Context: an optimization exercise on an open-source flow, tuned for small area, a short achievable clock period and few clock cycles per item. The choices shown serve that exercise and are no tape-out recipe. Only simulation tests tie the RTL to the original design; equivalence was not proved. The clock port is modelled as an ideal driver; clocking choices that lean on that would not hold on a real chip. Power is estimated from default activity; no workload was simulated.

==> run E <==
Design systolic_array_controller, start of the top module:
module systolic_array_controller (
	input clk,
	input rst_n,
	input [3:0] a11, a12, a21, a22,
	input [3:0] b11, b12, b21, b22,
	input in_valid,
	output logic [8:0] c11, c12, c21, c22,
	output logic out_valid
);
export LEC_CHECK = 0
export CAP_MARGIN = 20
export CORE_MARGIN = 2
export CORE_UTILIZATION = 65
export CTS_BUF_LIST = sky130_fd_sc_hd__clkbuf_8
export SLEW_MARGIN = 20
export SYNTH_HIERARCHICAL = 1
export SYNTH_MINIMUM_KEEP_SIZE = 0
create_clock -name core_clock -period 5.0 [get_ports {clk}]
standard.sh (not shown) runs the stock make flow with config.mk's settings and CLKGATE_MAP_FILE= SYNTH_SCRIPT=/design/flow/synth_recipe.tcl, a recipe that flattens the netlist after the stock synthesis.
==> flow/flow/run.sh <==
#!/bin/bash
# Own layout flow: the standard layout (standard.sh), with the port buffers
# made from sky130_fd_sc_hd__buf_1 instead of the resizer's default choice.
# make's full output (yosys, openroad, ...) goes to make_finish.log here; ORFS
# keeps each step's own log under orfs/logs/.
set -euo pipefail
export BUFFER_PORTS_ARGS="-buffer_cell sky130_fd_sc_hd__buf_1"
bash standard.sh finish > make_finish.log 2>&1
==> inputs of run M, as changes to run E <==
--- a/flow/design.v
+++ b/flow/design.v
@@ -3,14 +3,17 @@
 assign s  = a ^ b ^ c;
 assign co = (a & b) | (a & c) | (b & c);
 endmodule
 module ha2 (input a, b, output s, co);
 assign s  = a ^ b;
 assign co = a & b;
 endmodule
+module xn2 (input a, b, output y);
+assign y = ~(a ^ b);
+endmodule
 `timescale 1ns / 1ps
 `timescale 1ns / 1ps
 `timescale 1ns / 1ps
 module systolic_array_controller (
 	input clk,
 	input rst_n,
 	input [3:0] a11, a12, a21, a22,
@@ -40,17 +43,17 @@
 fa3 c11_u8 (.a(~(a11[1] & b11[3])), .b(~(a11[2] & b11[2])), .c(~(a11[3] & b11[1])), .s(c11_s8), .co(c11_k8));
 fa3 c11_u9 (.a(~(a12[1] & b21[3])), .b(~(a12[2] & b21[2])), .c(~(a12[3] & b21[1])), .s(c11_m[8]), .co(c11_k9));
 fa3 c11_u10 (.a(c11_k4), .b(c11_k5), .c(c11_s8), .s(c11_m[11]), .co(c11_m[13]));
 fa3 c11_u11 (.a(~(a11[2] & b11[3])), .b(~(a11[3] & b11[2])), .c(~(a12[2] & b21[3])), .s(c11_m[12]), .co(c11_k11));
 fa3 c11_u12 (.a(~(a12[3] & b21[2])), .b(c11_k8), .c(c11_k9), .s(c11_m[14]), .co(c11_m[15]));
 fa3 c11_u13 (.a(~(a11[3] & b11[3])), .b(~(a12[3] & b21[3])), .c(c11_k11), .s(c11_m[16]), .co(c11_m[17]));
 wire c11_2s0, c11_2k0, c11_2s1, c11_2k1, c11_2s2, c11_2k2, c11_2s3, c11_2k3, c11_2s4, c11_2k4, c11_2s5, c11_2k5;
-fa3 c11_2u0 (.a(c11_q[8]), .b(c11_q[9]), .c(1'b1), .s(c11_2s0), .co(c11_2k0));
-fa3 c11_2u1 (.a(c11_q[12]), .b(c11_q[13]), .c(1'b1), .s(c11_2s1), .co(c11_2k1));
-fa3 c11_2u2 (.a(c11_q[5]), .b(c11_q[6]), .c(1'b1), .s(c11_2s2), .co(c11_2k2));
+fa3 c11_2u0 (.a(1'b1), .b(c11_q[8]), .c(c11_q[9]), .s(c11_2s0), .co(c11_2k0));
+fa3 c11_2u1 (.a(1'b1), .b(c11_q[12]), .c(c11_q[13]), .s(c11_2s1), .co(c11_2k1));
+fa3 c11_2u2 (.a(1'b1), .b(c11_q[5]), .c(c11_q[6]), .s(c11_2s2), .co(c11_2k2));
 fa3 c11_2u3 (.a(c11_q[10]), .b(c11_q[11]), .c(c11_2s0), .s(c11_2s3), .co(c11_2k3));
 fa3 c11_2u4 (.a(c11_q[14]), .b(c11_2k0), .c(c11_2s1), .s(c11_2s4), .co(c11_2k4));
 fa3 c11_2u5 (.a(c11_q[15]), .b(c11_q[16]), .c(c11_2k1), .s(c11_2s5), .co(c11_2k5));
 wire [8:0] c11_d;
 wire c11_ak0, c11_ap0, c11_ak1, c11_ap1, c11_ak3, c11_ap3, c11_ak4, c11_ap4, c11_ak5, c11_ap5, c11_ak6, c11_ap6, c11_ak7, c11_ap7, c11_aK0_1, c11_aP0_1, c11_aK0_3, c11_aP0_3, c11_aK0_5, c11_aP0_5, c11_aK0_7, c11_aP0_7, c11_aK0_9, c11_aP0_9, c11_aK1_2, c11_aP1_2, c11_aK1_3, c11_aP1_3, c11_aK1_6, c11_aP1_6, c11_aK1_7, c11_aP1_7, c11_aK2_4, c11_aP2_4, c11_aK2_5, c11_aP2_5, c11_aK2_6, c11_aP2_6, c11_aK2_7, c11_aP2_7, c11_aK3_8, c11_aP3_8, c11_aK3_9, c11_aP3_9;
 ha2 c11_ah0 (.a(c11_q[0]), .b(c11_q[1]), .s(c11_ap0), .co(c11_ak0));
 ha2 c11_ah1 (.a(c11_q[2]), .b(c11_q[3]), .s(c11_ap1), .co(c11_ak1));
@@ -114,17 +117,17 @@
 fa3 c12_u8 (.a(~(a11[1] & b12[3])), .b(~(a11[2] & b12[2])), .c(~(a11[3] & b12[1])), .s(c12_s8), .co(c12_k8));
 fa3 c12_u9 (.a(~(a12[1] & b22[3])), .b(~(a12[2] & b22[2])), .c(~(a12[3] & b22[1])), .s(c12_m[8]), .co(c12_k9));
 fa3 c12_u10 (.a(c12_k4), .b(c12_k5), .c(c12_s8), .s(c12_m[11]), .co(c12_m[13]));
 fa3 c12_u11 (.a(~(a11[2] & b12[3])), .b(~(a11[3] & b12[2])), .c(~(a12[2] & b22[3])), .s(c12_m[12]), .co(c12_k11));
 fa3 c12_u12 (.a(~(a12[3] & b22[2])), .b(c12_k8), .c(c12_k9), .s(c12_m[14]), .co(c12_m[15]));
 fa3 c12_u13 (.a(~(a11[3] & b12[3])), .b(~(a12[3] & b22[3])), .c(c12_k11), .s(c12_m[16]), .co(c12_m[17]));
 wire c12_2s0, c12_2k0, c12_2s1, c12_2k1, c12_2s2, c12_2k2, c12_2s3, c12_2k3, c12_2s4, c12_2k4, c12_2s5, c12_2k5;
-fa3 c12_2u0 (.a(c12_q[8]), .b(c12_q[9]), .c(1'b1), .s(c12_2s0), .co(c12_2k0));
-fa3 c12_2u1 (.a(c12_q[12]), .b(c12_q[13]), .c(1'b1), .s(c12_2s1), .co(c12_2k1));
-fa3 c12_2u2 (.a(c12_q[5]), .b(c12_q[6]), .c(1'b1), .s(c12_2s2), .co(c12_2k2));
+fa3 c12_2u0 (.a(1'b1), .b(c12_q[8]), .c(c12_q[9]), .s(c12_2s0), .co(c12_2k0));
+fa3 c12_2u1 (.a(1'b1), .b(c12_q[12]), .c(c12_q[13]), .s(c12_2s1), .co(c12_2k1));
+fa3 c12_2u2 (.a(1'b1), .b(c12_q[5]), .c(c12_q[6]), .s(c12_2s2), .co(c12_2k2));
 fa3 c12_2u3 (.a(c12_q[10]), .b(c12_q[11]), .c(c12_2s0), .s(c12_2s3), .co(c12_2k3));
 fa3 c12_2u4 (.a(c12_q[14]), .b(c12_2k0), .c(c12_2s1), .s(c12_2s4), .co(c12_2k4));
 fa3 c12_2u5 (.a(c12_q[15]), .b(c12_q[16]), .c(c12_2k1), .s(c12_2s5), .co(c12_2k5));
 wire [8:0] c12_d;
 wire c12_ak0, c12_ap0, c12_ak1, c12_ap1, c12_ak3, c12_ap3, c12_ak4, c12_ap4, c12_ak5, c12_ap5, c12_ak6, c12_ap6, c12_ak7, c12_ap7, c12_aK0_1, c12_aP0_1, c12_aK0_3, c12_aP0_3, c12_aK0_5, c12_aP0_5, c12_aK0_7, c12_aP0_7, c12_aK0_9, c12_aP0_9, c12_aK1_2, c12_aP1_2, c12_aK1_3, c12_aP1_3, c12_aK1_6, c12_aP1_6, c12_aK1_7, c12_aP1_7, c12_aK2_4, c12_aP2_4, c12_aK2_5, c12_aP2_5, c12_aK2_6, c12_aP2_6, c12_aK2_7, c12_aP2_7, c12_aK3_8, c12_aP3_8, c12_aK3_9, c12_aP3_9;
 ha2 c12_ah0 (.a(c12_q[0]), .b(c12_q[1]), .s(c12_ap0), .co(c12_ak0));
 ha2 c12_ah1 (.a(c12_q[2]), .b(c12_q[3]), .s(c12_ap1), .co(c12_ak1));
@@ -188,17 +191,17 @@
 fa3 c21_u8 (.a(~(a21[1] & b11[3])), .b(~(a21[2] & b11[2])), .c(~(a21[3] & b11[1])), .s(c21_s8), .co(c21_k8));
 fa3 c21_u9 (.a(~(a22[1] & b21[3])), .b(~(a22[2] & b21[2])), .c(~(a22[3] & b21[1])), .s(c21_m[8]), .co(c21_k9));
 fa3 c21_u10 (.a(c21_k4), .b(c21_k5), .c(c21_s8), .s(c21_m[11]), .co(c21_m[13]));
 fa3 c21_u11 (.a(~(a21[2] & b11[3])), .b(~(a21[3] & b11[2])), .c(~(a22[2] & b21[3])), .s(c21_m[12]), .co(c21_k11));
 fa3 c21_u12 (.a(~(a22[3] & b21[2])), .b(c21_k8), .c(c21_k9), .s(c21_m[14]), .co(c21_m[15]));
 fa3 c21_u13 (.a(~(a21[3] & b11[3])), .b(~(a22[3] & b21[3])), .c(c21_k11), .s(c21_m[16]), .co(c21_m[17]));
 wire c21_2s0, c21_2k0, c21_2s1, c21_2k1, c21_2s2, c21_2k2, c21_2s3, c21_2k3, c21_2s4, c21_2k4, c21_2s5, c21_2k5;
-fa3 c21_2u0 (.a(c21_q[8]), .b(c21_q[9]), .c(1'b1), .s(c21_2s0), .co(c21_2k0));
-fa3 c21_2u1 (.a(c21_q[12]), .b(c21_q[13]), .c(1'b1), .s(c21_2s1), .co(c21_2k1));
-fa3 c21_2u2 (.a(c21_q[5]), .b(c21_q[6]), .c(1'b1), .s(c21_2s2), .co(c21_2k2));
+fa3 c21_2u0 (.a(1'b1), .b(c21_q[8]), .c(c21_q[9]), .s(c21_2s0), .co(c21_2k0));
+fa3 c21_2u1 (.a(1'b1), .b(c21_q[12]), .c(c21_q[13]), .s(c21_2s1), .co(c21_2k1));
+fa3 c21_2u2 (.a(1'b1), .b(c21_q[5]), .c(c21_q[6]), .s(c21_2s2), .co(c21_2k2));
 fa3 c21_2u3 (.a(c21_q[10]), .b(c21_q[11]), .c(c21_2s0), .s(c21_2s3), .co(c21_2k3));
 fa3 c21_2u4 (.a(c21_q[14]), .b(c21_2k0), .c(c21_2s1), .s(c21_2s4), .co(c21_2k4));
 fa3 c21_2u5 (.a(c21_q[15]), .b(c21_q[16]), .c(c21_2k1), .s(c21_2s5), .co(c21_2k5));
 wire [8:0] c21_d;
 wire c21_ak0, c21_ap0, c21_ak1, c21_ap1, c21_ak3, c21_ap3, c21_ak4, c21_ap4, c21_ak5, c21_ap5, c21_ak6, c21_ap6, c21_ak7, c21_ap7, c21_aK0_1, c21_aP0_1, c21_aK0_3, c21_aP0_3, c21_aK0_5, c21_aP0_5, c21_aK0_7, c21_aP0_7, c21_aK0_9, c21_aP0_9, c21_aK1_2, c21_aP1_2, c21_aK1_3, c21_aP1_3, c21_aK1_6, c21_aP1_6, c21_aK1_7, c21_aP1_7, c21_aK2_4, c21_aP2_4, c21_aK2_5, c21_aP2_5, c21_aK2_6, c21_aP2_6, c21_aK2_7, c21_aP2_7, c21_aK3_8, c21_aP3_8, c21_aK3_9, c21_aP3_9;
 ha2 c21_ah0 (.a(c21_q[0]), .b(c21_q[1]), .s(c21_ap0), .co(c21_ak0));
 ha2 c21_ah1 (.a(c21_q[2]), .b(c21_q[3]), .s(c21_ap1), .co(c21_ak1));
@@ -262,17 +265,17 @@
 fa3 c22_u8 (.a(~(a21[1] & b12[3])), .b(~(a21[2] & b12[2])), .c(~(a21[3] & b12[1])), .s(c22_s8), .co(c22_k8));
 fa3 c22_u9 (.a(~(a22[1] & b22[3])), .b(~(a22[2] & b22[2])), .c(~(a22[3] & b22[1])), .s(c22_m[8]), .co(c22_k9));
 fa3 c22_u10 (.a(c22_k4), .b(c22_k5), .c(c22_s8), .s(c22_m[11]), .co(c22_m[13]));
 fa3 c22_u11 (.a(~(a21[2] & b12[3])), .b(~(a21[3] & b12[2])), .c(~(a22[2] & b22[3])), .s(c22_m[12]), .co(c22_k11));
 fa3 c22_u12 (.a(~(a22[3] & b22[2])), .b(c22_k8), .c(c22_k9), .s(c22_m[14]), .co(c22_m[15]));
 fa3 c22_u13 (.a(~(a21[3] & b12[3])), .b(~(a22[3] & b22[3])), .c(c22_k11), .s(c22_m[16]), .co(c22_m[17]));
 wire c22_2s0, c22_2k0, c22_2s1, c22_2k1, c22_2s2, c22_2k2, c22_2s3, c22_2k3, c22_2s4, c22_2k4, c22_2s5, c22_2k5;
-fa3 c22_2u0 (.a(c22_q[8]), .b(c22_q[9]), .c(1'b1), .s(c22_2s0), .co(c22_2k0));
-fa3 c22_2u1 (.a(c22_q[12]), .b(c22_q[13]), .c(1'b1), .s(c22_2s1), .co(c22_2k1));
-fa3 c22_2u2 (.a(c22_q[5]), .b(c22_q[6]), .c(1'b1), .s(c22_2s2), .co(c22_2k2));
+fa3 c22_2u0 (.a(1'b1), .b(c22_q[8]), .c(c22_q[9]), .s(c22_2s0), .co(c22_2k0));
+fa3 c22_2u1 (.a(1'b1), .b(c22_q[12]), .c(c22_q[13]), .s(c22_2s1), .co(c22_2k1));
+fa3 c22_2u2 (.a(1'b1), .b(c22_q[5]), .c(c22_q[6]), .s(c22_2s2), .co(c22_2k2));
 fa3 c22_2u3 (.a(c22_q[10]), .b(c22_q[11]), .c(c22_2s0), .s(c22_2s3), .co(c22_2k3));
 fa3 c22_2u4 (.a(c22_q[14]), .b(c22_2k0), .c(c22_2s1), .s(c22_2s4), .co(c22_2k4));
 fa3 c22_2u5 (.a(c22_q[15]), .b(c22_q[16]), .c(c22_2k1), .s(c22_2s5), .co(c22_2k5));
 wire [8:0] c22_d;
 wire c22_ak0, c22_ap0, c22_ak1, c22_ap1, c22_ak3, c22_ap3, c22_ak4, c22_ap4, c22_ak5, c22_ap5, c22_ak6, c22_ap6, c22_ak7, c22_ap7, c22_aK0_1, c22_aP0_1, c22_aK0_3, c22_aP0_3, c22_aK0_5, c22_aP0_5, c22_aK0_7, c22_aP0_7, c22_aK0_9, c22_aP0_9, c22_aK1_2, c22_aP1_2, c22_aK1_3, c22_aP1_3, c22_aK1_6, c22_aP1_6, c22_aK1_7, c22_aP1_7, c22_aK2_4, c22_aP2_4, c22_aK2_5, c22_aP2_5, c22_aK2_6, c22_aP2_6, c22_aK2_7, c22_aP2_7, c22_aK3_8, c22_aP3_8, c22_aK3_9, c22_aP3_9;
 ha2 c22_ah0 (.a(c22_q[0]), .b(c22_q[1]), .s(c22_ap0), .co(c22_ak0));
 ha2 c22_ah1 (.a(c22_q[2]), .b(c22_q[3]), .s(c22_ap1), .co(c22_ak1));
==> flow/flow/run.sh (replaced) <==
#!/bin/bash
# Own layout flow: the standard layout (standard.sh) with two changes:
# - the port buffers are sky130_fd_sc_hd__buf_1 instead of the resizer's default;
# - before CTS, flow/skew.tcl gives the output registers their own clock buffer,
#   so that their clock arrives later (useful skew for the stage-2 paths).
# make's full output (yosys, openroad, ...) goes to make_finish.log here; ORFS
# keeps each step's own log under orfs/logs/.
set -euo pipefail
export BUFFER_PORTS_ARGS="-buffer_cell sky130_fd_sc_hd__buf_1"
export PRE_CTS_TCL="$PWD/flow/skew.tcl"
bash standard.sh finish > make_finish.log 2>&1
==> flow/flow/skew.tcl (new file) <==
# Runs just before clock tree synthesis (PRE_CTS_TCL).  The output registers
# (c11..c22 and out_valid) get their clock through one extra clock buffer, so
# their clock arrives later than that of the stage-1 registers (useful skew
# for the register-to-register paths of stage 2).  CTS then builds the clock
# tree for both nets.
set block [ord::get_db_block]
set db [ord::get_db]
set master [$db findMaster sky130_fd_sc_hd__clkbuf_2]
set clk [$block findNet clk]
set regs {}
set sx 0
set sy 0
foreach inst [$block getInsts] {
  if {[regexp {^(c(11|12|21|22)\[[0-9]+\]|out_valid)\$_DFF} [$inst getName]]} {
    lappend regs $inst
    set b [$inst getBBox]
    set sx [expr {$sx + ([$b xMin] + [$b xMax]) / 2}]
    set sy [expr {$sy + ([$b yMin] + [$b yMax]) / 2}]
  }
}
set n [llength $regs]
puts "skew.tcl: $n output registers"
set buf [odb::dbInst_create $block $master clkskew_buf]
set net [odb::dbNet_create $block clk_out_regs]
$net setSigType CLOCK
[$buf findITerm A] connect $clk
[$buf findITerm X] connect $net
foreach inst $regs {
  set it [$inst findITerm CLK]
  $it disconnect
  $it connect $net
}
$buf setLocation [expr {$sx / $n}] [expr {$sy / $n}]
$buf setPlacementStatus PLACED
==> qor summary <==
Number of instances in the synthesized netlist: run E 478; run M 479
Placed wire-length estimate after detailed placement: run E 7680 um; run M 7870 um
M2 GR Usage: run E 42.6%; run M 42.6%
Total internal power: run E 1.80 mW; run M 2.02 mW
DP Cell Count: run E 633; run M 634
Post-route clock skew: run E 0.0132 ns; run M 0.0846 ns
Routed wire length per instance: run E 14.6 um; run M 15.3 um
# fillers: run E 627; run M 597
Net load switching power: run E 0.975 mW; run M 1.03 mW
Total wire length: run E 9440 um; run M 10000 um
Worst reg-to-reg setup slack: run E 2.47 ns; run M 2.53 ns
Multi-input gate area in the final layout: run E 3100 um^2; run M 3110 um^2
Power Combinational: run E 1.07 mW; run M 1.10 mW
Worst slack after detailed placement: run E 2.39 ns; run M 2.34 ns
Total via count after detailed routing: run E 3345; run M 3420
Post-layout utilization of the core: run E 72.8%; run M 74.3%
Post-Synth XOR/XNOR Area: run E 2.57%; run M 2.57%
Wire length of the first global-routing pass: run E 16200 um; run M 16600 um
Area grow syn2layout: run E 9.29%; run M 11.5%
Result of the run: run E finished clean; run M finished clean
Data arrival at the endpoint of the critical path: run E 2.80 ns; run M 2.91 ns
Seq pwr share: run E 43.1%; run M 39.3%
Die outline height: run E 95.5 um; run M 95.6 um
GR met1 Demand/Resource: run E 29.9%; run M 31.0%
Netlist cell types: run E 25; run M 19
Multi-input gates: run E 334; run M 336
Flip-flop and latch share of the layout cell area: run E 37.2%; run M 36.4%
Testbench counts of run E, summed over its fixed seeds: cycles 1,216, items 1,200.
Testbench counts of run M, summed over its fixed seeds: cycles 1,216, items 1,200.

## separate check: timing with driven ports
In the flow no input, the clock included, has a driving cell. The finished layouts below were timed again as built, in two steps. Step 1 sets driving cells, clkbuf_16 on the clock port and buf_2 on the other inputs (assumed; they add their load-dependent delay and slew). Step 2 moves the port delays by t, midway between the first and last clock arrival at a register: inputs arrive t later, outputs are due t later. That takes back most of the time a late clock gives input paths. Three values: ideal ports, drivers, drivers and shift; two values: the first two.
run	t (ns)	setup WS [ns]	worst register clock-pin slew, ns	worst data-port slew with drivers (ns)
run E	0.391	2.473 / 2.473 / 2.339	0.11 / 0.11	0.06
run M	0.485	2.533 / 2.533 / 2.308	0.11 / 0.11	0.06
After both steps every run listed still meets setup and hold. The setup slack of run M, which loses most, moves by 0.000 ns with the drivers and by -0.225 ns with both steps.
